This is an optimization exercise on Yosys and OpenROAD, whose aim is small area and a short achievable clock period, not a production implementation.
In this exercise RTL edits were held to simulation tests only and were not proved equivalent to the original.
Power figures rest on the tool's default switching activity, not on a simulated workload.

[flow/config.mk]
export PLATFORM = sky130hd
export DESIGN_NAME = KF6845
export DESIGN_NICKNAME = KF6845
export VERILOG_FILES = /design/flow/design.v
export SDC_FILE = /design/flow/constraint.sdc
export NUM_CORES = 4
export LEC_CHECK = 0
export CAP_MARGIN = 20
export CORE_MARGIN = 2
export CORE_UTILIZATION = 40
export SLEW_MARGIN = 20
[flow/constraint.sdc]
create_clock -name core_clock -period 4.0 [get_ports {clock}]
set_input_delay 0.8000 -clock core_clock [delete_from_list [all_inputs] [get_ports {clock}]]
set_output_delay 0.8000 -clock core_clock [all_outputs]
set_load 0.01 [all_outputs]
[flow/design.v]
module KF6845_Bus_Control_Logic (
    input   logic           clock,
    input   logic           reset,
    input   logic           CS_N,
    input   logic           RS,
    input   logic           ENABLE,
    input   logic           R_OR_W,
    input   logic   [7:0]   D_IN,
    output  logic   [7:0]   internal_data_bus,
    output  logic           write_horizontal_total_register,
    output  logic           write_horizontal_displayed_register,
    output  logic           write_horizontal_sync_position_register,
    output  logic           write_horizontal_sync_width_register,
    output  logic           write_vertical_total_register,
    output  logic           write_vertical_total_adjust_register,
    output  logic           write_vertical_displayed_register,
    output  logic           write_vertical_sync_position_register,
    output  logic           write_interlace_mode_register,
    output  logic           write_maximum_scan_line_register,
    output  logic           write_cursor_start_register,
    output  logic           write_cursor_end_register,
    output  logic           write_start_address_h_register,
    output  logic           write_start_address_l_register,
    output  logic           write_cursor_h_register,
    output  logic           write_cursor_l_register,
    output  logic           write_light_pen_h_register,
    output  logic           write_light_pen_l_register,
    output  logic           read_cursor_h_register,
    output  logic           read_cursor_l_register,
    output  logic           read_light_pen_h_register,
    output  logic           read_light_pen_l_register
);
    logic           latch_chip_select_n;
    logic           latch_r_or_s;
    logic           latch_read_or_write;
    logic   [7:0]   latch_data;
    always_ff @(posedge clock, posedge reset) begin
        if (reset) begin
            latch_chip_select_n <= 1'b1;
            latch_r_or_s        <= 1'b1;
            latch_read_or_write <= 1'b1;
            latch_data          <= 8'hFF;
        end
        else begin
            latch_chip_select_n <= CS_N;
            latch_r_or_s        <= RS;
            latch_read_or_write <= R_OR_W;
            latch_data          <= D_IN;
        end
    end
    logic           prev_enable;
    logic           strobe;
    always_ff @(posedge clock, posedge reset) begin
        if (reset)
            prev_enable         <= 1'b0;
        else
            prev_enable         <= ENABLE;
    end
    assign  strobe  = prev_enable & ~ENABLE;
    wire    write   = strobe      & ~latch_chip_select_n & ~latch_read_or_write;
    wire    read    = prev_enable & ~latch_chip_select_n &  latch_read_or_write;
    logic   [4:0]   address;
    always_ff @(posedge clock, posedge reset) begin
        if (reset)
            address             <= 5'h00;
        else if (write & ~latch_r_or_s)
            address             <= latch_data;
        else
            address             <= address;
    end
    assign  internal_data_bus   =  latch_data;
    wire    write_register  = write & latch_r_or_s;
    assign  write_horizontal_total_register         = (write_register & (address == 5'h00));
    assign  write_horizontal_displayed_register     = (write_register & (address == 5'h01));
    assign  write_horizontal_sync_position_register = (write_register & (address == 5'h02));
    assign  write_horizontal_sync_width_register    = (write_register & (address == 5'h03));
    assign  write_vertical_total_register           = (write_register & (address == 5'h04));
    assign  write_vertical_total_adjust_register    = (write_register & (address == 5'h05));
    assign  write_vertical_displayed_register       = (write_register & (address == 5'h06));
    assign  write_vertical_sync_position_register   = (write_register & (address == 5'h07));
    assign  write_interlace_mode_register           = (write_register & (address == 5'h08));
    assign  write_maximum_scan_line_register        = (write_register & (address == 5'h09));
    assign  write_cursor_start_register             = (write_register & (address == 5'h0A));
    assign  write_cursor_end_register               = (write_register & (address == 5'h0B));
    assign  write_start_address_h_register          = (write_register & (address == 5'h0C));
    assign  write_start_address_l_register          = (write_register & (address == 5'h0D));
    assign  write_cursor_h_register                 = (write_register & (address == 5'h0E));
    assign  write_cursor_l_register                 = (write_register & (address == 5'h0F));
    assign  write_light_pen_h_register              = (write_register & (address == 5'h10));
    assign  write_light_pen_l_register              = (write_register & (address == 5'h11));
    wire    read_register   = read & latch_r_or_s;
    assign  read_cursor_h_register                  = (read_register  & (address == 5'h0E));
    assign  read_cursor_l_register                  = (read_register  & (address == 5'h0F));
    assign  read_light_pen_h_register               = (read_register  & (address == 5'h10));
    assign  read_light_pen_l_register               = (read_register  & (address == 5'h11));
endmodule
module KF6845_Horizontal_Control (
    input   logic           clock,
    input   logic           video_clock_enable,
    input   logic           reset,
    input   logic   [7:0]   internal_data_bus,
    input   logic           write_horizontal_total_register,
    input   logic           write_horizontal_displayed_register,
    input   logic           write_horizontal_sync_position_register,
    input   logic           write_horizontal_sync_width_register,
    output  logic           Horizontal,
    output  logic           Horizontal_Half,
    output  logic           Horizontal_End,
    output  logic           H_Display,
    output  logic           HSYNC
);
    logic   [7:0]   horizontal_total;
    always_ff @(posedge clock, posedge reset) begin
        if (reset)
            horizontal_total                    <= 8'h00;
        else if (write_horizontal_total_register)
            horizontal_total                    <= internal_data_bus;
        else
            horizontal_total                    <= horizontal_total;
    end
    logic   [7:0]   horizontal_displayed;
    always_ff @(posedge clock, posedge reset) begin
        if (reset)
            horizontal_displayed                <= 8'h00;
        else if (write_horizontal_displayed_register)
            horizontal_displayed                <= internal_data_bus;
        else
            horizontal_displayed                <= horizontal_displayed;
    end
    logic   [7:0]   horizontal_sync_position;
    always_ff @(posedge clock, posedge reset) begin
        if (reset)
            horizontal_sync_position            <= 8'h00;
        else if (write_horizontal_sync_position_register)
            horizontal_sync_position            <= internal_data_bus;
        else
            horizontal_sync_position            <= horizontal_sync_position;
    end
    logic   [3:0]   horizontal_sync_width;
    always_ff @(posedge clock, posedge reset) begin
        if (reset)
            horizontal_sync_width               <= 4'h0;
        else if (write_horizontal_sync_width_register)
            horizontal_sync_width               <= internal_data_bus;
        else
            horizontal_sync_width               <= horizontal_sync_width;
    end
    logic   [7:0]   horizontal_counter;
    logic   [7:0]   next_horizontal_counter;
    always_comb begin
        if (Horizontal)
            next_horizontal_counter             = 8'h00;
        else
            next_horizontal_counter             = horizontal_counter + 8'h01;
    end
    always_ff @(posedge clock, posedge reset) begin
        if (reset)
            horizontal_counter                  <= 8'hFF;
        else if (video_clock_enable)
            horizontal_counter                  <= next_horizontal_counter;
        else
            horizontal_counter                  <= horizontal_counter;
    end
    logic   [3:0]   horizontal_sync_width_counter;
    logic   [3:0]   next_horizontal_sync_width_counter;
    logic           wire_reset_horizontal_sync_width;
    logic           reset_horizontal_sync_width;
    always_comb begin
        if (reset_horizontal_sync_width)
            next_horizontal_sync_width_counter  = 4'h0;
        else if (HSYNC)
            next_horizontal_sync_width_counter  = horizontal_sync_width_counter + 4'h1;
        else
            next_horizontal_sync_width_counter  = horizontal_sync_width_counter;
    end
    always_ff @(posedge clock, posedge reset) begin
        if (reset)
            horizontal_sync_width_counter       <= 4'h0;
        else if (video_clock_enable)
            horizontal_sync_width_counter       <= next_horizontal_sync_width_counter;
        else
            horizontal_sync_width_counter       <= horizontal_sync_width_counter;
    end
    assign  wire_reset_horizontal_sync_width = (next_horizontal_sync_width_counter == horizontal_sync_width);
    always_ff @(posedge clock, posedge reset) begin
        if (reset)
            reset_horizontal_sync_width         <= 1'b0;
        else if (video_clock_enable)
            reset_horizontal_sync_width         <= wire_reset_horizontal_sync_width;
        else
            reset_horizontal_sync_width         <= reset_horizontal_sync_width;
    end
    wire    wire_Horizontal         = (next_horizontal_counter == horizontal_total);
    wire    wire_Horizontal_Half    = (next_horizontal_counter == {1'b0, horizontal_total[7:1]});
    wire    wire_Horizontal_End     = (next_horizontal_counter == horizontal_displayed);
    always_ff @(posedge clock, posedge reset) begin
        if (reset)
            Horizontal      <= 1'b0;
        else if (video_clock_enable)
            Horizontal      <= wire_Horizontal;
        else
            Horizontal      <= Horizontal;
    end
    always_ff @(posedge clock, posedge reset) begin
        if (reset)
            Horizontal_Half <= 1'b0;
        else if (video_clock_enable)
            Horizontal_Half <= wire_Horizontal_Half;
        else
            Horizontal_Half <= Horizontal_Half;
    end
    always_ff @(posedge clock, posedge reset) begin
        if (reset)
            Horizontal_End  <= 1'b0;
        else if (video_clock_enable)
            Horizontal_End  <= wire_Horizontal_End;
        else
            Horizontal_End  <= Horizontal_End;
    end
    always_ff @(posedge clock, posedge reset) begin
        if (reset)
            H_Display       <= 1'b0;
        else if ((video_clock_enable) && (wire_Horizontal_End))
            H_Display       <= 1'b0;
        else if ((video_clock_enable) && (wire_Horizontal))
            H_Display       <= 1'b1;
        else
            H_Display       <= H_Display;
    end
    always_ff @(posedge clock, posedge reset) begin
        if (reset)
            HSYNC           <= 1'b0;
        else if ((video_clock_enable) && (wire_reset_horizontal_sync_width))
            HSYNC           <= 1'b0;
        else if ((video_clock_enable) && (next_horizontal_counter == horizontal_sync_position))
            HSYNC           <= 1'b1;
        else
            HSYNC           <= HSYNC;
    end
endmodule
module KF6845_Vertical_Control (
    input   logic           clock,
    input   logic           video_clock_enable,
    input   logic           reset,
    input   logic   [7:0]   internal_data_bus,
    input   logic           write_vertical_total_register,
    input   logic           write_vertical_total_adjust_register,
    input   logic           write_vertical_displayed_register,
    input   logic           write_vertical_sync_position_register,
    input   logic           write_interlace_mode_register,
    input   logic           write_maximum_scan_line_register,
    input   logic           Horizontal,
    input   logic           Horizontal_Half,
    output  logic   [1:0]   interlace,
    output  logic           V_total,
    output  logic           V_Display,
    output  logic           Scanline_End,
    output  logic   [4:0]   RA,
    output  logic           VSYNC
);
    logic   [6:0]   vertical_total;
    always_ff @(posedge clock, posedge reset) begin
        if (reset)
            vertical_total              <= 7'h00;
        else if (write_vertical_total_register)
            vertical_total              <= internal_data_bus[6:0];
        else
            vertical_total              <= vertical_total;
    end
    logic   [4:0]   vertical_total_adjust;
    always_ff @(posedge clock, posedge reset) begin
        if (reset)
            vertical_total_adjust       <= 5'h00;
        else if (write_vertical_total_adjust_register)
            vertical_total_adjust       <= internal_data_bus[4:0];
        else
            vertical_total_adjust       <= vertical_total_adjust;
    end
    logic   [6:0]   vertical_displayed;
    always_ff @(posedge clock, posedge reset) begin
        if (reset)
            vertical_displayed          <= 7'h00;
        else if (write_vertical_displayed_register)
            vertical_displayed          <= internal_data_bus[6:0];
        else
            vertical_displayed          <= vertical_displayed;
    end
    logic   [6:0]   vertical_sync_position;
    always_ff @(posedge clock, posedge reset) begin
        if (reset)
            vertical_sync_position      <= 7'h3F;
        else if (write_vertical_sync_position_register)
            vertical_sync_position      <= internal_data_bus[6:0];
        else
            vertical_sync_position      <= vertical_sync_position;
    end
    logic   [1:0]   interlace_mode;
    always_ff @(posedge clock, posedge reset) begin
        if (reset)
            interlace_mode              <= 2'b00;
        else if (write_interlace_mode_register)
            interlace_mode              <= internal_data_bus[1:0];
        else
            interlace_mode              <= interlace_mode;
    end
    logic   [4:0]   maximum_scan_line;
    always_ff @(posedge clock, posedge reset) begin
        if (reset)
            maximum_scan_line           <= 5'h00;
        else if (write_maximum_scan_line_register)
            maximum_scan_line           <= internal_data_bus[4:0];
        else
            maximum_scan_line           <= maximum_scan_line;
    end
    logic   [4:0]   scan_line_counter;
    always_ff @(posedge clock, posedge reset) begin
        if (reset)
            scan_line_counter           <= 5'h00;
        else if ((video_clock_enable) && (Horizontal))
            if (V_total || Scanline_End)
                scan_line_counter       <= 5'h00;
            else
                scan_line_counter       <= scan_line_counter + 5'h01;
        else
            scan_line_counter           <= scan_line_counter;
    end
    assign  Scanline_End    = video_clock_enable & Horizontal & (scan_line_counter == maximum_scan_line);
    logic   [6:0]   next_character_row_counter;
    logic   [6:0]   character_row_counter;
    always_comb begin
        if (V_total)
            next_character_row_counter  = 8'h00;
        else if (Scanline_End)
            next_character_row_counter  = character_row_counter + 8'h01;
        else
            next_character_row_counter  = character_row_counter;
    end
    always_ff @(posedge clock, posedge reset) begin
        if (reset)
            character_row_counter       <= 8'h00;
        else
            character_row_counter       <= next_character_row_counter;
    end
    logic           odd_or_even;
    always_ff @(posedge clock, posedge reset) begin
        if (reset) begin
            interlace                   <= 2'b00;
            odd_or_even                 <= 1'b1;
        end
        else if (V_total) begin
            interlace                   <= interlace_mode[1:0];
            if (~interlace_mode[0])
                odd_or_even             <= 1'b1;
            else
                odd_or_even             <= ~odd_or_even;
        end
        else begin
            interlace                   <= interlace;
            odd_or_even                 <= odd_or_even;
        end
    end
    logic   Vadjust;
    always_ff @(posedge clock, posedge reset) begin
        if (reset)
            Vadjust                     <= 1'b0;
        else if (V_total)
            Vadjust                     <= 1'b0;
        else if (Scanline_End && (character_row_counter == vertical_total))
            Vadjust                     <= 1'b1;
        else
            Vadjust                     <= Vadjust;
    end
    always_comb begin
        if (odd_or_even)     
            if (~|vertical_total_adjust)     
                V_total = (character_row_counter == vertical_total);
            else                             
                V_total = (Vadjust & scan_line_counter == (vertical_total_adjust-5'h01));
        else                 
            V_total = (Vadjust & (scan_line_counter == vertical_total_adjust));
        V_total = video_clock_enable & Horizontal & V_total;
    end
    wire wire_Vertical_End  = (next_character_row_counter == vertical_displayed);
    always_ff @(posedge clock, posedge reset) begin
        if (reset)
            V_Display                   <= 1'b0;
        else if (wire_Vertical_End)
            V_Display                   <= 1'b0;
        else if (V_total)
            V_Display                   <= 1'b1;
        else
            V_Display                   <= V_Display;
    end
    wire    update_ra_timing = video_clock_enable & Horizontal;
    always_ff @(posedge clock, posedge reset) begin
        if (reset)
            RA                          <= 5'h00;
        else if (V_total || Scanline_End)
            if (~interlace[0] || ~interlace[1] || ~odd_or_even)  
                RA                      <= 5'h00;
            else                                                 
                RA                      <= 5'h01;
        else if (update_ra_timing)
            if (~interlace[0] || ~interlace[1])                  
                RA                      <= RA + 5'h01;
            else                                                 
                RA                      <= RA + 5'h02;
        else
            RA                          <= RA;
    end
    logic   [4:0]   Vsync_counter;
    logic   [4:0]   increment_Vsync_counter;
    logic           Vsync_odd;
    logic           Vsync_even;
    assign  increment_Vsync_counter = Vsync_counter + 5'h1;
    always_ff @(posedge clock, posedge reset) begin
        if (reset) begin
            Vsync_odd                   <= 1'b0;
            Vsync_counter               <= 5'h0;
        end
        else if (update_ra_timing)
            if ((Scanline_End) && (next_character_row_counter == vertical_sync_position)) begin
                Vsync_odd               <= 1'b1;
                Vsync_counter           <= 5'h0;
            end
            else if (increment_Vsync_counter == 5'h10) begin
                Vsync_odd               <= 1'b0;
                Vsync_counter           <= 5'h0;
            end
            else begin
                Vsync_odd               <= Vsync_odd;
                Vsync_counter           <= increment_Vsync_counter;
            end
        else begin
            Vsync_odd                   <= Vsync_odd;
            Vsync_counter               <= Vsync_counter;
        end
    end
    always_ff @(posedge clock, posedge reset) begin
        if (reset)
            Vsync_even                  <= 1'b0;
        else if (video_clock_enable & Horizontal_Half)
            Vsync_even                  <= Vsync_odd;
        else
            Vsync_even                  <= Vsync_even;
    end
    assign  VSYNC   = (odd_or_even) ? Vsync_odd : Vsync_even;
endmodule
module KF6845_Linear_Address_Generator (
    input   logic           clock,
    input   logic           video_clock_enable,
    input   logic           reset,
    input   logic   [7:0]   internal_data_bus,
    input   logic           write_start_address_h_register,
    input   logic           write_start_address_l_register,
    input   logic           Horizontal,
    input   logic           Horizontal_End,
    input   logic           V_total,
    input   logic           Scanline_End,
    output  logic   [13:0]  MA
);
    logic   [13:0]  start_address;
    always_ff @(posedge clock, posedge reset) begin
        if (reset)
            start_address   <= 14'h0;
        else if (write_start_address_h_register)
            start_address   <= {internal_data_bus[5:0], start_address[7:0]};
        else if (write_start_address_l_register)
            start_address   <= {start_address[13:8],    internal_data_bus };
        else
            start_address   <= start_address;
    end
    wire    [13:0]  increment_ma = MA + 14'h1;
    logic   [13:0]  retrace_ma;
    logic   [13:0]  next_line_ma;
    always_ff @(posedge clock, posedge reset) begin
        if (reset)
            retrace_ma      <= 14'h0;
        else if (video_clock_enable)
            if (V_total)
                retrace_ma  <= start_address;
            else if (Scanline_End)
                retrace_ma  <= next_line_ma;
            else
                retrace_ma  <= retrace_ma;
        else
            retrace_ma      <= retrace_ma;
    end
    always_ff @(posedge clock, posedge reset) begin
        if (reset)
            next_line_ma    <= 14'h0;
        else if (video_clock_enable && Horizontal_End)
            next_line_ma    <= increment_ma;
        else
            next_line_ma    <= next_line_ma;
    end
    always_ff @(posedge clock, posedge reset) begin
        if (reset)
            MA              <= 14'h0;
        else if (video_clock_enable)
            if (V_total)
                MA          <= start_address;
            else if (Scanline_End)
                MA          <= next_line_ma;
            else if (Horizontal)
                MA          <= retrace_ma;
            else
                MA          <= increment_ma;
        else
            MA              <= MA;
    end
endmodule
module KF6845_Cursor (
    input   logic           clock,
    input   logic           video_clock_enable,
    input   logic           reset,
    input   logic   [7:0]   internal_data_bus_in,
    output  logic   [7:0]   internal_data_bus_out,
    input   logic           write_cursor_start_register,
    input   logic           write_cursor_end_register,
    input   logic           write_cursor_h_register,
    input   logic           write_cursor_l_register,
    input   logic           read_cursor_h_register,
    input   logic           read_cursor_l_register,
    input   logic           V_total,
    input   logic   [4:0]   RA,
    input   logic   [13:0]  MA,
    output  logic           CURSOR
);
    logic   [1:0]   blink_config;
    logic   [4:0]   cursor_start;
    always_ff @(posedge clock, posedge reset) begin
        if (reset) begin
            blink_config            <= 2'h1;
            cursor_start            <= 5'h0;
        end
        else if (write_cursor_start_register) begin
            blink_config            <= internal_data_bus_in[6:5];
            cursor_start            <= internal_data_bus_in[4:0];
        end
        else begin
            blink_config            <= blink_config;
            cursor_start            <= cursor_start;
        end
    end
    logic   [4:0]   cursor_end;
    always_ff @(posedge clock, posedge reset) begin
        if (reset)
            cursor_end              <= 5'h0;
        else if (write_cursor_end_register)
            cursor_end              <= internal_data_bus_in[4:0];
        else
            cursor_end              <= cursor_end;
    end
    logic   [13:0]  cursor_address;
    always_ff @(posedge clock, posedge reset) begin
        if (reset)
            cursor_address          <= 14'h0;
        else if (write_cursor_h_register)
            cursor_address          <= {internal_data_bus_in[5:0], cursor_address[7:0]};
        else if (write_cursor_l_register)
            cursor_address          <= {cursor_address[13:8], internal_data_bus_in};
        else
            cursor_address          <= cursor_address;
    end
    always_comb begin
        if (read_cursor_h_register)
            internal_data_bus_out   = {2'b00, cursor_address[13:8]};
        else if (read_cursor_l_register)
            internal_data_bus_out   = cursor_address[7:0];
        else
            internal_data_bus_out   = 8'hFF;
    end
    logic   [4:0]   field_rate_counter;
    logic           cursor_on;
    always_ff @(posedge clock, posedge reset) begin
        if (reset)
            field_rate_counter      <= 5'h0;
        else if (V_total)
            field_rate_counter      <= field_rate_counter + 5'h1;
        else
            field_rate_counter      <= field_rate_counter;
    end
    always_ff @(posedge clock, posedge reset) begin
        if (reset)
            cursor_on               <= 1'b0;
        else
            casez (blink_config)
                2'b00:  cursor_on   <= 1'b1;
                2'b01:  cursor_on   <= 1'b0;
                2'b10:  if (V_total)
                            cursor_on   <= (~|field_rate_counter[3:0]) ? ~cursor_on : cursor_on;
                        else
                            cursor_on   <= cursor_on;
                2'b11:  if (V_total)
                            cursor_on   <= (~|field_rate_counter[4:0]) ? ~cursor_on : cursor_on;
                        else
                            cursor_on   <= cursor_on;
            endcase
    end
    wire    cursor_character = (cursor_address == MA);
    wire    cursor_scanline  = (cursor_start <= RA) && (RA <= cursor_end);
    assign  CURSOR  = cursor_character & cursor_scanline & cursor_on;
endmodule
module KF6845_Light_Pen (
    input   logic           clock,
    input   logic           video_clock_enable,
    input   logic           reset,
    output  logic   [7:0]   internal_data_bus_out,
    input   logic           read_light_pen_h_register,
    input   logic           read_light_pen_l_register,
    input   logic   [13:0]  MA,
    input   logic           LPSTB
);
    logic   prev_lpstb;
    always_ff @(posedge clock, posedge reset) begin
        if (reset)
            prev_lpstb              <= 1'b1;
        else if (video_clock_enable)
            prev_lpstb              <= LPSTB;
        else
            prev_lpstb              <= prev_lpstb;
    end
    wire    lpstb_edge  = ~prev_lpstb & LPSTB;
    logic   [13:0]  light_pen;
    always_ff @(posedge clock, posedge reset) begin
        if (reset)
            light_pen               <= 14'h0;
        else if (video_clock_enable & lpstb_edge)
            light_pen               <= MA;
        else
            light_pen               <= light_pen;
    end
    always_comb begin
        if (read_light_pen_h_register)
            internal_data_bus_out   = {2'b00, light_pen[13:8]};
        else if (read_light_pen_l_register)
            internal_data_bus_out   = light_pen[7:0];
        else
            internal_data_bus_out   = 8'hFF;
    end
endmodule
module KF6845 (
    input   logic           clock,
    input   logic           video_clock_enable,
    input   logic           reset,
    input   logic           CS_N,
    input   logic           RS,
    input   logic           ENABLE,
    input   logic           R_OR_W,
    input   logic   [7:0]   D_IN,
    output  logic   [7:0]   D_OUT,
    input   logic           LPSTB,
    output  logic           CURSOR,
    output  logic           HSYNC,
    output  logic           VSYNC,
    output  logic   [4:0]   RA,
    output  logic   [13:0]  MA,
    output  logic           DE
);
    logic   [7:0]   internal_data_bus;
    logic   [7:0]   internal_data_bus_out_cursor;
    logic   [7:0]   internal_data_bus_out_light_pen;
    logic           write_horizontal_total_register;
    logic           write_horizontal_displayed_register;
    logic           write_horizontal_sync_position_register;
    logic           write_horizontal_sync_width_register;
    logic           write_vertical_total_register;
    logic           write_vertical_total_adjust_register;
    logic           write_vertical_displayed_register;
    logic           write_vertical_sync_position_register;
    logic           write_interlace_mode_register;
    logic           write_maximum_scan_line_register;
    logic           write_cursor_start_register;
    logic           write_cursor_end_register;
    logic           write_start_address_h_register;
    logic           write_start_address_l_register;
    logic           write_cursor_h_register;
    logic           write_cursor_l_register;
    logic           write_light_pen_h_register;
    logic           write_light_pen_l_register;
    logic           read_cursor_h_register;
    logic           read_cursor_l_register;
    logic           read_light_pen_h_register;
    logic           read_light_pen_l_register;
    logic           Horizontal;
    logic           Horizontal_Half;
    logic           Horizontal_End;
    logic           H_Display;
    logic           V_Display;
    logic   [1:0]   interlace;
    logic           V_total;
    logic           Scanline_End;
    logic           CURSOR_Buffer;
    logic           HSYNC_Buffer;
    logic           VSYNC_Buffer;
    logic   [4:0]   RA_Buffer;
    logic   [13:0]  MA_Buffer;
    logic           DE_Buffer;
    KF6845_Bus_Control_Logic u_Bus_Control_Logic (
        .clock                                      (clock),
        .reset                                      (reset),
        .CS_N                                       (CS_N),
        .RS                                         (RS),
        .ENABLE                                     (ENABLE),
        .R_OR_W                                     (R_OR_W),
        .D_IN                                       (D_IN),
        .internal_data_bus                          (internal_data_bus),
        .write_horizontal_total_register            (write_horizontal_total_register),
        .write_horizontal_displayed_register        (write_horizontal_displayed_register),
        .write_horizontal_sync_position_register    (write_horizontal_sync_position_register),
        .write_horizontal_sync_width_register       (write_horizontal_sync_width_register),
        .write_vertical_total_register              (write_vertical_total_register),
        .write_vertical_total_adjust_register       (write_vertical_total_adjust_register),
        .write_vertical_displayed_register          (write_vertical_displayed_register),
        .write_vertical_sync_position_register      (write_vertical_sync_position_register),
        .write_interlace_mode_register              (write_interlace_mode_register),
        .write_maximum_scan_line_register           (write_maximum_scan_line_register),
        .write_cursor_start_register                (write_cursor_start_register),
        .write_cursor_end_register                  (write_cursor_end_register),
        .write_start_address_h_register             (write_start_address_h_register),
        .write_start_address_l_register             (write_start_address_l_register),
        .write_cursor_h_register                    (write_cursor_h_register),
        .write_cursor_l_register                    (write_cursor_l_register),
        .write_light_pen_h_register                 (write_light_pen_h_register),
        .write_light_pen_l_register                 (write_light_pen_l_register),
        .read_cursor_h_register                     (read_cursor_h_register),
        .read_cursor_l_register                     (read_cursor_l_register),
        .read_light_pen_h_register                  (read_light_pen_h_register),
        .read_light_pen_l_register                  (read_light_pen_l_register)
    );
    KF6845_Horizontal_Control u_Horizontal_Control (
        .clock                                      (clock),
        .video_clock_enable                         (video_clock_enable),
        .reset                                      (reset),
        .internal_data_bus                          (internal_data_bus),
        .write_horizontal_total_register            (write_horizontal_total_register),
        .write_horizontal_displayed_register        (write_horizontal_displayed_register),
        .write_horizontal_sync_position_register    (write_horizontal_sync_position_register),
        .write_horizontal_sync_width_register       (write_horizontal_sync_width_register),
        .Horizontal                                 (Horizontal),
        .Horizontal_Half                            (Horizontal_Half),
        .Horizontal_End                             (Horizontal_End),
        .H_Display                                  (H_Display),
        .HSYNC                                      (HSYNC_Buffer)
    );
    KF6845_Vertical_Control u_Vertical_Control (
        .clock                                      (clock),
        .video_clock_enable                         (video_clock_enable),
        .reset                                      (reset),
        .internal_data_bus                          (internal_data_bus),
        .write_vertical_total_register              (write_vertical_total_register),
        .write_vertical_total_adjust_register       (write_vertical_total_adjust_register),
        .write_vertical_displayed_register          (write_vertical_displayed_register),
        .write_vertical_sync_position_register      (write_vertical_sync_position_register),
        .write_interlace_mode_register              (write_interlace_mode_register),
        .write_maximum_scan_line_register           (write_maximum_scan_line_register),
        .Horizontal                                 (Horizontal),
        .Horizontal_Half                            (Horizontal_Half),
        .interlace                                  (interlace),
        .V_total                                    (V_total),
        .V_Display                                  (V_Display),
        .Scanline_End                               (Scanline_End),
        .RA                                         (RA_Buffer),
        .VSYNC                                      (VSYNC_Buffer)
    );
    assign  DE_Buffer   = H_Display & V_Display;
    KF6845_Linear_Address_Generator u_Linear_Address_Generator (
        .clock                                      (clock),
        .video_clock_enable                         (video_clock_enable),
        .reset                                      (reset),
        .internal_data_bus                          (internal_data_bus),
        .write_start_address_h_register             (write_start_address_h_register),
        .write_start_address_l_register             (write_start_address_l_register),
        .Horizontal                                 (Horizontal),
        .Horizontal_End                             (Horizontal_End),
        .V_total                                    (V_total),
        .Scanline_End                               (Scanline_End),
        .MA                                         (MA_Buffer)
    );
    KF6845_Cursor u_Cursor (
        .clock                                      (clock),
        .video_clock_enable                         (video_clock_enable),
        .reset                                      (reset),
        .internal_data_bus_in                       (internal_data_bus),
        .internal_data_bus_out                      (internal_data_bus_out_cursor),
        .write_cursor_start_register                (write_cursor_start_register),
        .write_cursor_end_register                  (write_cursor_end_register),
        .write_cursor_h_register                    (write_cursor_h_register),
        .write_cursor_l_register                    (write_cursor_l_register),
        .read_cursor_h_register                     (read_cursor_h_register),
        .read_cursor_l_register                     (read_cursor_l_register),
        .V_total                                    (V_total),
        .RA                                         (RA_Buffer),
        .MA                                         (MA_Buffer),
        .CURSOR                                     (CURSOR_Buffer)
    );
    KF6845_Light_Pen u_Light_Pen (
        .clock                                      (clock),
        .video_clock_enable                         (video_clock_enable),
        .reset                                      (reset),
        .internal_data_bus_out                      (internal_data_bus_out_light_pen),
        .read_light_pen_h_register                  (read_light_pen_h_register),
        .read_light_pen_l_register                  (read_light_pen_l_register),
        .MA                                         (MA),
        .LPSTB                                      (LPSTB)
    );
    always_comb begin
        if (read_cursor_h_register)
            D_OUT   = internal_data_bus_out_cursor;
        else if (read_cursor_l_register)
            D_OUT   = internal_data_bus_out_cursor;
        else if (read_light_pen_h_register)
            D_OUT   = internal_data_bus_out_light_pen;
        else if (read_light_pen_l_register)
            D_OUT   = internal_data_bus_out_light_pen;
        else
            D_OUT   = 8'hFF;
    end
    always_ff @(posedge clock, posedge reset) begin
        if (reset) begin
            CURSOR  <= 1'b0;
            HSYNC   <= 1'b0;
            VSYNC   <= 1'b0;
            RA      <= 5'h0;
            MA      <= 14'h0;
            DE      <= 1'b0;
        end
        else begin
            CURSOR  <= CURSOR_Buffer;
            HSYNC   <= HSYNC_Buffer;
            VSYNC   <= VSYNC_Buffer;
            RA      <= RA_Buffer;
            MA      <= MA_Buffer;
            DE      <= DE_Buffer;
        end
    end
endmodule
[flow/run.sh]
#!/bin/bash
# synth_recipe.tcl (not shown) runs the flow's synth.tcl, then flattens the netlist and writes it again
# the make line also repeats each setting of config.mk as NAME=value (left out here)
make -C /OpenROAD-flow-scripts/flow DESIGN_CONFIG=/design/flow/config.mk WORK_HOME=/design/flow/orfs CLKGATE_MAP_FILE= SYNTH_SCRIPT=/design/flow/synth_recipe.tcl finish
==> results of run 1 <==
worst paths after layout:
check                                                               to  slack, ns  depth (start not counted)
setup / recovery                                              D_OUT[5]       0.34                          5
setup reg to reg                   u_Vertical_Control.Vsync_counter[1]       1.11                          9
hold reg to reg                                                  RA[3]       0.43                          0
hold / removal                                                   RA[3]       0.43                          0
min in group asynchronous      u_Vertical_Control.scan_line_counter[2]       0.75                          3
max in group asynchronous  u_Linear_Address_Generator.next_line_ma[10]       2.29                          3
registers in the layout, indices dropped and copies added, names as in the netlist, 7 cells and up:
name / flops
MA: 14
u_Bus_Control_Logic.latch_data: 8
u_Cursor.cursor_address: 14
u_Horizontal_Control.horizontal_counter: 8
u_Horizontal_Control.horizontal_displayed: 8
u_Horizontal_Control.horizontal_sync_position: 8
u_Horizontal_Control.horizontal_total: 8
u_Light_Pen.light_pen: 14
u_Linear_Address_Generator.MA: 14
u_Linear_Address_Generator.next_line_ma: 14
u_Linear_Address_Generator.retrace_ma: 14
u_Linear_Address_Generator.start_address: 14
u_Vertical_Control.character_row_counter: 7
u_Vertical_Control.vertical_displayed: 7
u_Vertical_Control.vertical_sync_position: 7
u_Vertical_Control.vertical_total: 7
per-stage QoR:
stage / setup slack, ns / setup TNS (ns)
after detailed placement: 0.4849 / 0
after global routing: 0.03686 / 0
after CTS: 0.2792 / 0
after global placement: 0.5313 / 0
final: 0.3382 / 0
after floorplan: -0.07883 / -17.58
Yosys cell counts (14+ instances only):
master,n
mux2_2,132
inv_1,37
clkbuf_1,31
a21oi_1,45
nand3_1,30
ha_1,21
xor2_1,54
dfrtp_1,223
nand2_1,127
o21ai_0,59
and3_1,14
nor2_1,50
dfstp_2,28
nand4_1,15
xnor2_1,55
report_power, final:
group / switching (mW) / total (mW) / internal, mW
clock: 1.05 / 2.68 / 1.63
combinational: 1.18 / 2.33 / 1.14
sequential: 0.606 / 3.76 / 3.15
total: 2.84 / 8.77 / 5.93
area by class of cell:
cell class | count | area (sq um) | area share (%)
Clock buffer | 40 | 827.0 | 5.958
Clock inverter | 13 | 147.6 | 1.064
Inverter | 37 | 142.6 | 1.028
Multi-Input combinational cell | 746 | 5349 | 38.53
Sequential cell | 251 | 6316 | 45.50
Tap cell | 390 | 488.0 | 3.515
Timing Repair Buffer | 61 | 610.6 | 4.399
routing by layer:
metal	wire (microns)	track usage, %
met3	1304	2.899
met4	532	3.994
met2	13070	29.30
met5	0	0
met1	13440	26.26
cell families (layout without fill, tap and decap cells):
kind of cell    Yosys count  count (layout)  synth area share (%)
compound gates          187             187                 9.852
fa+ha+maj                21              21                 2.189
flops                   251             251                 52.63
mux                     133             133                 12.50
buf+inv                  83             151                 2.836
simple gates            296             296                 12.04
xor+xnor                109             109                 7.954
worst max-delay path: cells and delay by family, from the launching register on:
family	cells	cell delay, ns
simple gates	2	0.92
buf+inv	1	0.52
compound gates	2	0.40
flops	1	0.47
==> results.tsv, run 1 <==
metric	value	unit
DRT antenna net count	0	
Starting Density	40.60	%
P_leak	6.437	nW
Die X	177.2	microns
PnR Total Power	8.774	mW
synthesized cell area	12000	sq um
synth warn	7	
GRT Util Overall	18.32	%
initial antenna violation count	0	
CP startpoint kind	register	
min cycle time layout	3.662	ns
Die Y	177.2	microns
Post-synth ARST share	100.0	%
ys flop type	dfrtp_1	
status	no timing/DRC/antenna violations	
Power Dens Cells	632.1	nW/um^2
commonest non-fill, non-tap cell in the layout	dfrtp_1	
FF-to-FF Start	u_Vertical_Control.scan_line_counter[1]	
Hold Fails Final Rpt	0	
design area	13880	sq um
largest net degree at the start of global routing	173	
number of enable flip-flop cells after synthesis	0	
Setup crit start	u_Bus_Control_Logic.address[3]	
Critical Path RT	3.20	ns
max-slew violation count	0	
post-place instance area	12910	sq um
Hold Slack	0.4342	ns
top-area cell type share of the netlist area	46.50	%
leading area contributor after synthesis	dfrtp_1	
DP Wirelength	18.26	mm
Final Skew	0.009586	ns
first-pass GRT wire length	45.26	mm
core area	29560	sq um
Slew HR	25.73	%
RD Place Congestion	0.8060	
WS Path Type	reg2out	
Antenna Cells	0	
placed insts	1485	
worst min-delay path category	reg2reg	
drt wl/cell	18.43	microns
Mapped Cells	1080	
Core Util, Final	46.96	%
PortBufs	46	
RSZ-0062 raised after global routing	false	
Worst EP arrival	2.86	ns
TritonCTS buffer count	29	
CP Cell Sequence	nor4b_1 -> nand2_1 -> o221ai_1 -> o21ai_0 -> clkdlybuf4s50_1	
die area	31410	sq um
most frequent cells in the layout	dfrtp_1, mux2_2, nand2_1, o21ai_0, xnor2_1	
layout cells sized above 1	21.08	%
total wire length	28.34	mm
final setup fails	0	
non-filler instance count after layout	1538	
Vias	8233	
Fmax achieved	0.2731	GHz
area delta synth->final	15.66	%
top post-synthesis cells by area	dfrtp_1, mux2_2, dfstp_2, xnor2_1, nand2_1	
number of global-route vias before repair	8086	
setup bufs post-CTS	0	
# hold bufs at CTS	0	
highest cell delay on the worst timing path	0.52	ns
clk sinks	251	
Syn Area/Cell	11.11	sq um
Filler cells	2715	
crit path max fanout	12	
Slew @ Worst Pin	1.114	ns
post-synth cell types	64	
vias per inst	5.353	
Overflow after GRT	0	
# rows	63	
1st-iter DRT viols	536	
CTS Root Buffer Type	clkbuf_16	
syn nets	1117	
Yosys reg bits	251	
Max Buffers Root-to-Sink	3	
nets	1163	
CTS tree	built	
Clk pin slew, worst setup/hold paths	0.06	ns
hold_sp	u_Vertical_Control.RA[3]	
I/O pin count	47	
VDD IR-drop max	0.0003460	V
CTS resizes	0	
Setup crit end kind	output port	
DR pass1 iterations	5	
Post-route DRC	0	
Seq/Total Area, Yosys	52.63	%
H-tree depth	1	
Crit-path slowest cell	nor4b_1	
maxcap violations	0	
Final period util	91.55	%
worst-skew pair later-pin latency	0.55	ns
==> run 2: changes to the inputs <==
--- a/flow/config.mk
+++ b/flow/config.mk
@@ -9,3 +9,4 @@
 export CORE_MARGIN = 2
-export CORE_UTILIZATION = 40
+export CORE_UTILIZATION = 60
+export SETUP_SLACK_MARGIN = 1.5
 export SLEW_MARGIN = 20
==> run 2 against run 1 <==
  * Largest power group unchanged
  * Register-to-register slack better by 0.32 ns
  * Core utilization up 29 points
  * Critical path type unchanged
  * Via count up 4.2%
  * Non-clock buffer count up 43
  * Synthesized cell count unchanged
  * Die area down 33%
  * Largest cell class unchanged
  * Sequential cell count unchanged
  * Critical path depth up 1
==> results.tsv, run 2 <==
metric	value	unit	change
Max Buffers Root-to-Sink	3		unchanged
Die Y	145.4	microns	-18%
PortBufs	46		unchanged
largest net degree at the start of global routing	94		-46%
crit path max fanout	6		-6
GRT Util Overall	26.56	%	+8.2 points
1st-iter DRT viols	442		-18%
ys flop type	dfrtp_1		
Antenna Cells	0		unchanged
RSZ-0062 raised after global routing	true		
switching power	3.008	mW	+5.8%
Syn Area/Cell	11.11	sq um	unchanged
worst-skew pair later-pin latency	0.53	ns	-0.02 ns
top-area cell type share of the netlist area	46.50	%	unchanged
Overflow after GRT	0		unchanged
area delta synth->final	23.59	%	
die area	21150	sq um	-33%
nets	1205		+3.6%
RD Place Congestion	0.8524		+5.8%
Final period util	69.48	%	-22 points
switch share	32.34	%	-0.062 points
min cycle time layout	2.779	ns	-0.8828 ns
cells on worst reg2reg path	12		+3
most frequent cells in the layout	dfrtp_1, nand2_1, mux2_2, xnor2_1, xor2_1		
max-slew violation count	0		unchanged
VDD IR-drop max	0.0006954	V	+100%
Logic pwr share	28.7	%	+2.2 points
DP Wirelength	17.62	mm	-3.5%
worst min-delay path category	reg2reg		
Starting Density	61.46	%	+21 points
status	no timing/DRC/antenna violations		
Clk pin slew, worst setup/hold paths	0.07	ns	about the same
P_leak	6.794	nW	+5.5%
drt wl/cell	19.71	microns	+7.0%
FF/Latch Area	6325	sq um	+0.14%
I/O pin count	47		unchanged
layout cells sized above 1	32.32	%	+11 points
synthesized cell area	12000	sq um	unchanged
Core Util, Final	75.96	%	+29 points
detailed-routed wire length on met2	13.67	mm	+4.6%
DRT antenna net count	0		unchanged
length of routed met3 wiring	1.307	mm	+0.23%
DRT met1 WL	13.00	mm	-3.2%
Hold Path Stages	0		unchanged
CP startpoint kind	register		
leading area contributor after synthesis	dfrtp_1		
vias per inst	5.902		+10%
Vias	8576		+4.2%
Critical Path RT	3.20	ns	about the same
post-synth cell types	64		unchanged
CTS tree	built		
Slew HR	44.18	%	+18 points
first-pass GRT wire length	45.35	mm	+0.18%
total wire length	28.64	mm	+1.1%
Final Skew	0.01395	ns	+0.004367 ns
CTS Root Buffer Type	clkbuf_16		
core area	19530	sq um	-34%
highest metal used	met4		
number of enable flip-flop cells after synthesis	0		unchanged
Hold Fails Final Rpt	0		unchanged
synth warn	7		unchanged
clock network power share	30.4	%	-0.2 points
top post-synthesis cells by area	dfrtp_1, mux2_2, dfstp_2, xnor2_1, nand2_1		
Fmax achieved	0.3598	GHz	+32%
Die X	145.4	microns	-18%
Power Dens Cells	627.1	nW/um^2	-0.79%
Yosys reg bits	251		unchanged
DR pass1 iterations	5		unchanged
final setup fails	0		unchanged
Filler cells	1328		-51%
Post-route DRC	0		unchanged
Slew @ Worst Pin	0.8353	ns	-0.2787 ns
clk sinks	251		unchanged
leading cell type by number of instances after synthesis	dfrtp_1		
maxcap violations	0		unchanged
syn nets	1117		unchanged
TritonCTS buffer count	27		-6.9%
WS Path Type	reg2out		
Post-synth ARST share	100.0	%	unchanged
register share of total power	40.9	%	-2.0 points
area of the multi-input gates	6022	sq um	+13%
number of global-route vias before repair	8459		+4.6%
Mapped Cells	1080		unchanged
synth cell count leaders	dfrtp_1, mux2_2, nand2_1		
Worst EP arrival	1.98	ns	-0.88 ns
# rows	51		-19%
Hold Slack	0.4370	ns	+0.002826 ns
initial antenna violation count	0		unchanged
Seq/Total Area, Yosys	52.63	%	unchanged
H-tree depth	1		unchanged
commonest non-fill, non-tap cell in the layout	dfrtp_1		
Setup crit end kind	output port		
internal power	6.294	mW	+6.1%
## run 2: final timing paths
path | startpoint | endpoint | slack, ns
setup / recovery | u_Bus_Control_Logic.latch_r_or_s | D_OUT[0] | 1.22
hold / removal | u_Vertical_Control.RA[3] | RA[3] | 0.44
setup reg to reg | u_Vertical_Control.vertical_total_adjust[0] | u_Linear_Address_Generator.MA[4] | 1.43
hold reg to reg | u_Vertical_Control.RA[3] | RA[3] | 0.44
max in group asynchronous | reset | u_Horizontal_Control.horizontal_counter[1] | 2.52
min in group asynchronous | reset | u_Cursor.cursor_end[1] | 0.63
## run 2: through the flow
| step | TNS, ns | instance area [sq um] | total power, mW | instances | worst slack, ns |
|---|---|---|---|---|---|
| after floorplan | -17.58 | 12190 | 5.384 | 1080 | -0.07883 |
| after detailed placement | 0 | 12920 | 6.130 | 1359 | 0.6072 |
| after global routing | 0 | 14830 | 9.822 | 1453 | 1.137 |
| after CTS | 0 | 14250 | 9.109 | 1429 | 1.241 |
| after global placement | 0 | 12920 | 6.068 | 1359 | 0.6776 |
| final | 0 | 14830 | 9.302 | 1453 | 1.221 |
## run 2: cell families (layout without fill, tap and decap cells)
family / after synthesis / in the layout / share of synthesized area (%)
and+or+nand+nor: 296 / 297 / 12.04
DFF: 251 / 251 / 52.63
AOI/OAI and AO/OA: 187 / 187 / 9.852
muxes: 133 / 133 / 12.50
xor gates and xnor gates: 109 / 109 / 7.954
buffers and inverters: 83 / 190 / 2.836
adders and majority gates: 21 / 21 / 2.189
## run 2: critical path, stage by stage (launching register included)
cell and delay, ns:
dfstp_2 0.53, and4b_4 0.32, buf_6 0.14, nand2_8 0.07
o221ai_2 0.13, o21ai_1 0.09, buf_2 0.16
## run 2: per-layer routing
metal / global-route usage, % / vias to the layer above
met2: 42.70 / 201
met3: 3.354 / 55
met4: 6.863 / 0
li1: - / 3955
met1: 38.73 / 4365
met5: 0 / -
## run 2: power by group through the flow
stage	Sequential (mW)	Combinational [mW]	Clock [mW]
after floorplan	3.61	1.78	0
final	3.81	2.67	2.83
after global placement	3.80	2.27	0
after global routing	3.90	2.95	2.98
after detailed placement	3.81	2.32	0
after CTS	3.77	2.48	2.86
## run 2: timing repair
item,CTS,global route
resized for setup,81,82
gates cloned,1,1
setup buffers,20,23
pin swaps,19,36
hold buffers,0,0
setup endpoints to repair,157,122
## run 2: layout make-up
| class | instances | share of cell area [%] |
|---|---|---|
| Clock buffer | 33 | 4.909 |
| Clock inverter | 16 | 1.957 |
| Inverter | 37 | 0.9785 |
| Multi-Input combinational cell | 747 | 40.60 |
| Sequential cell | 251 | 42.64 |
| Tap cell | 265 | 2.235 |
| Timing Repair Buffer | 104 | 6.681 |
==> run 3: changes to the inputs <==
--- a/flow/config.mk
+++ b/flow/config.mk
@@ -9,4 +9,4 @@
 export CORE_MARGIN = 2
-export CORE_UTILIZATION = 60
-export SETUP_SLACK_MARGIN = 1.5
+export CORE_UTILIZATION = 70
+export CTS_BUF_LIST = sky130_fd_sc_hd__clkbuf_8
 export SLEW_MARGIN = 20
==> run 3 against run 2 <==
  * Critical path type unchanged
  * Still clean
  * Count of clock-buffer cells in the layout is 19 higher
  * Sequential share of layout area is 4.1 points higher
  * Register-to-register slack worse by 0.29 ns
  * Critical endpoint unchanged
==> results.tsv, run 3 <==
metric	value	unit	change
FF-to-FF Start	u_Vertical_Control.scan_line_counter[2]		
Final Skew	0.02199	ns	+0.008035 ns
largest net degree at the start of global routing	61		-35%
number of enable flip-flop cells after synthesis	0		unchanged
ys flop type	dfrtp_1		
Critical Path RT	3.20	ns	about the same
# rows	47		-7.8%
P_leak	6.436	nW	-5.3%
top post-synthesis cells by area	dfrtp_1, mux2_2, dfstp_2, xnor2_1, nand2_1		
area delta synth->final	12.68	%	
Post-synth ARST share	100.0	%	unchanged
nets	1176		-2.4%
RD Place Congestion	0.8893		+4.3%
Max Buffers Root-to-Sink	3		unchanged
initial antenna violation count	0		unchanged
area of the multi-input gates	5355	sq um	-11%
Filler cells	1060		-20%
PnR Total Power	8.315	mW	-11%
Hold Fails Final Rpt	0		unchanged
min cycle time layout	3.626	ns	+0.8473 ns
VDD IR-drop max	0.0005191	V	-25%
CTS tree	built		
hold_sp	u_Vertical_Control.RA[3]		
Die X	134.9	microns	-7.2%
crit path max fanout	12		+6
WS Path Type	reg2out		
post-synth cell types	64		unchanged
final setup fails	0		unchanged
Hold Slack	0.4299	ns	-0.007092 ns
top-area cell type share of the netlist area	46.50	%	unchanged
TritonCTS buffer count	41		+52%
I/O pin count	47		unchanged
leading cell type by number of instances after synthesis	dfrtp_1		
worst-skew pair later-pin latency	0.55	ns	+0.02 ns
total wire length	27.54	mm	-3.8%
synth cell count leaders	dfrtp_1, mux2_2, nand2_1		
most frequent cells in the layout	dfrtp_1, mux2_2, nand2_1, o21ai_0, xnor2_1		
met1 Use GR	45.68	%	+6.9 points
Core Util, Final	80.97	%	+5.0 points
Slew @ Worst Pin	0.9013	ns	+0.06602 ns
Vias	8571		-0.058%
synth warn	7		unchanged
Global Route met3 Usage	4.992	%	+1.6 points
GRT Util Overall	31.89	%	+5.3 points
first-pass GRT wire length	45.20	mm	-0.33%
vias per inst	6.162		+4.4%
internal power	5.473	mW	-13%
met2 Usage GRT	50.11	%	+7.4 points
drt wl/cell	19.80	microns	+0.44%
register share of total power	45.6	%	+4.7 points
Worst EP arrival	2.83	ns	+0.85 ns
leading area contributor after synthesis	dfrtp_1		
Setup crit end kind	output port		
Post-route DRC	0		unchanged
CP Cell Sequence	nor4b_2 -> nand2_1 -> o221ai_1 -> o21ai_0 -> clkdlybuf4s50_1		
# hold bufs at CTS	0		unchanged
maxcap violations	0		unchanged
Crit-path slowest cell	dfrtp_1		
commonest non-fill, non-tap cell in the layout	dfrtp_1		
H-tree depth	2		+1
layout cells sized above 1	21.95	%	-10 points
Seq/Total Area, Yosys	52.63	%	unchanged
Power Dens Cells	614.9	nW/um^2	-1.9%
Starting Density	71.86	%	+10 points
RSZ-0062 raised after global routing	false		
CP startpoint kind	register		
1st-iter DRT viols	567		+28%
worst min-delay path category	reg2reg		
clk sinks	251		unchanged
Setup crit start	u_Bus_Control_Logic.address[1]		
FF/Latch Area	6316	sq um	-0.14%
post-place instance area	12700	sq um	-1.7%
die area	18210	sq um	-14%
number of global-route vias before repair	8611		+1.8%
highest cell delay on the worst timing path	0.53	ns	about the same
status	no timing/DRC/antenna violations		
clock network power share	26.3	%	-4.1 points
switch share	34.18	%	+1.8 points
Die Y	134.9	microns	-7.2%
Fmax achieved	0.2758	GHz	-23%
Slew HR	39.84	%	-4.3 points
Overflow after GRT	0		unchanged
CTS Root Buffer Type	clkbuf_8		
syn nets	1117		unchanged
PortBufs	46		unchanged
synthesized cell area	12000	sq um	unchanged
Antenna Cells	0		unchanged
Final period util	90.66	%	+21 points
DR pass1 iterations	5		unchanged
Clk pin slew, worst setup/hold paths	0.06	ns	about the same
core area	16700	sq um	-14%
GRT Max-Usage Layer	met2		
DRT antenna net count	0		unchanged
max-slew violation count	0		unchanged
Syn Area/Cell	11.11	sq um	unchanged
Mapped Cells	1080		unchanged
design area	13520	sq um	-8.8%
switching power	2.842	mW	-5.5%
Yosys reg bits	251		unchanged
DP Wirelength	17.97	mm	+2.0%
Logic pwr share	28.2	%	-0.5 points
-- run 3: layer usage --
metal  part of all wire, %  routed length (microns)
met5                     0                        0
met4                   2.6                      725
met3                   5.8                     1603
met2                    47                    13060
met1                    44                    12160
-- run 3: what timing repair did --
item	4_1_cts	5_1_grt
buffers inserted	0	0
gates resized for setup	0	1
setup endpoints to repair	0	2
-- run 3: power by group through the flow --
stage | logic [mW] | clock network [mW] | registers [mW]
after floorplan | 1.75 | 0 | 3.60
after global placement | 2.24 | 0 | 3.78
after detailed placement | 2.31 | 0 | 3.81
after CTS | 2.34 | 2.21 | 3.77
after global routing | 2.62 | 2.33 | 3.87
final | 2.34 | 2.18 | 3.79
-- run 3: cells by family after synthesis --
| family | Yosys count | share of synthesized area (%) |
|---|---|---|
| buf+inv | 83 | 2.836 |
| xor+xnor | 109 | 7.954 |
| compound gates | 187 | 9.852 |
| fa+ha+maj | 21 | 2.189 |
| mux | 133 | 12.50 |
| flops | 251 | 52.63 |
| simple gates | 296 | 12.04 |
-- run 3: cell type report --
class / instances / share of cell area (%)
repair buffers: 62 / 4.571
clock buffers: 52 / 5.292
multi-input cells: 746 / 39.60
clock inverters: 23 / 0.7402
inverters: 37 / 1.055
well taps: 220 / 2.036
flip-flops and latches: 251 / 46.71
-- run 3: metrics by stage --
step                setup slack (ns)  std cells  TNS (ns)
global route                  0.1888       1391         0
finish                        0.3737       1391         0
global placement              0.5243       1316         0
CTS                           0.2351       1391         0
floorplan                   -0.07883       1080    -17.58
detailed placement            0.4721       1316         0
-- run 3: worst paths after layout --
path / slack [ns] / cells past startpoint / endpoint
min in group asynchronous: 0.72 / 2 / u_Horizontal_Control.horizontal_displayed[5]
max in group asynchronous: 2.44 / 3 / u_Light_Pen.light_pen[12]
worst max-delay path: 0.37 / 5 / D_OUT[0]
worst max register to register: 1.14 / 9 / u_Vertical_Control.Vsync_counter[3]
worst min register to register: 0.43 / 0 / RA[3]
worst min-delay path: 0.43 / 0 / RA[3]
-- run 3: critical path: cells and delay by family, from the launching register on --
family	cells	cell delay [ns]
buffers and inverters	1	0.52
flip-flops	1	0.53
AND/OR/NAND/NOR	2	0.83
AO/OA/AOI/OAI	2	0.40

re-timing with driven ports:
Ports are ideal in the flow. The routed layouts listed here were re-timed in OpenROAD. Step 1, drivers: a clkbuf_16 drives clock and a buf_2 each remaining input, both assumed. Step 2, shift: input delay + t, output delay - t, t = (earliest + latest rising clock arrival at the registers) / 2. This alone moves slack from input paths to output paths. Three values: ideal, step 1, step 2; two values: the first two.
| run | shift t [ns] | slack for setup (ns) | latest minus earliest clock arrival (ns) | worst slew at a driven data input, ns | pins driven straight from the clock port |
|---|---|---|---|---|---|
| run 1 | 0.589 | 0.338 / 0.290 / 0.470 | 0.012 / 0.011 | 0.04 | 1 |
| run 2 | 0.571 | 1.221 / 1.174 / 1.001 | 0.014 / 0.014 | 0.05 | 1 |
| run 3 | 0.575 | 0.374 / 0.335 / 0.458 | 0.025 / 0.025 | 0.04 | 1 |
After both steps setup and hold are still met in every run listed. The setup slack of run 2, which loses most, moves by -0.047 ns with the drivers and by -0.220 ns with both steps.
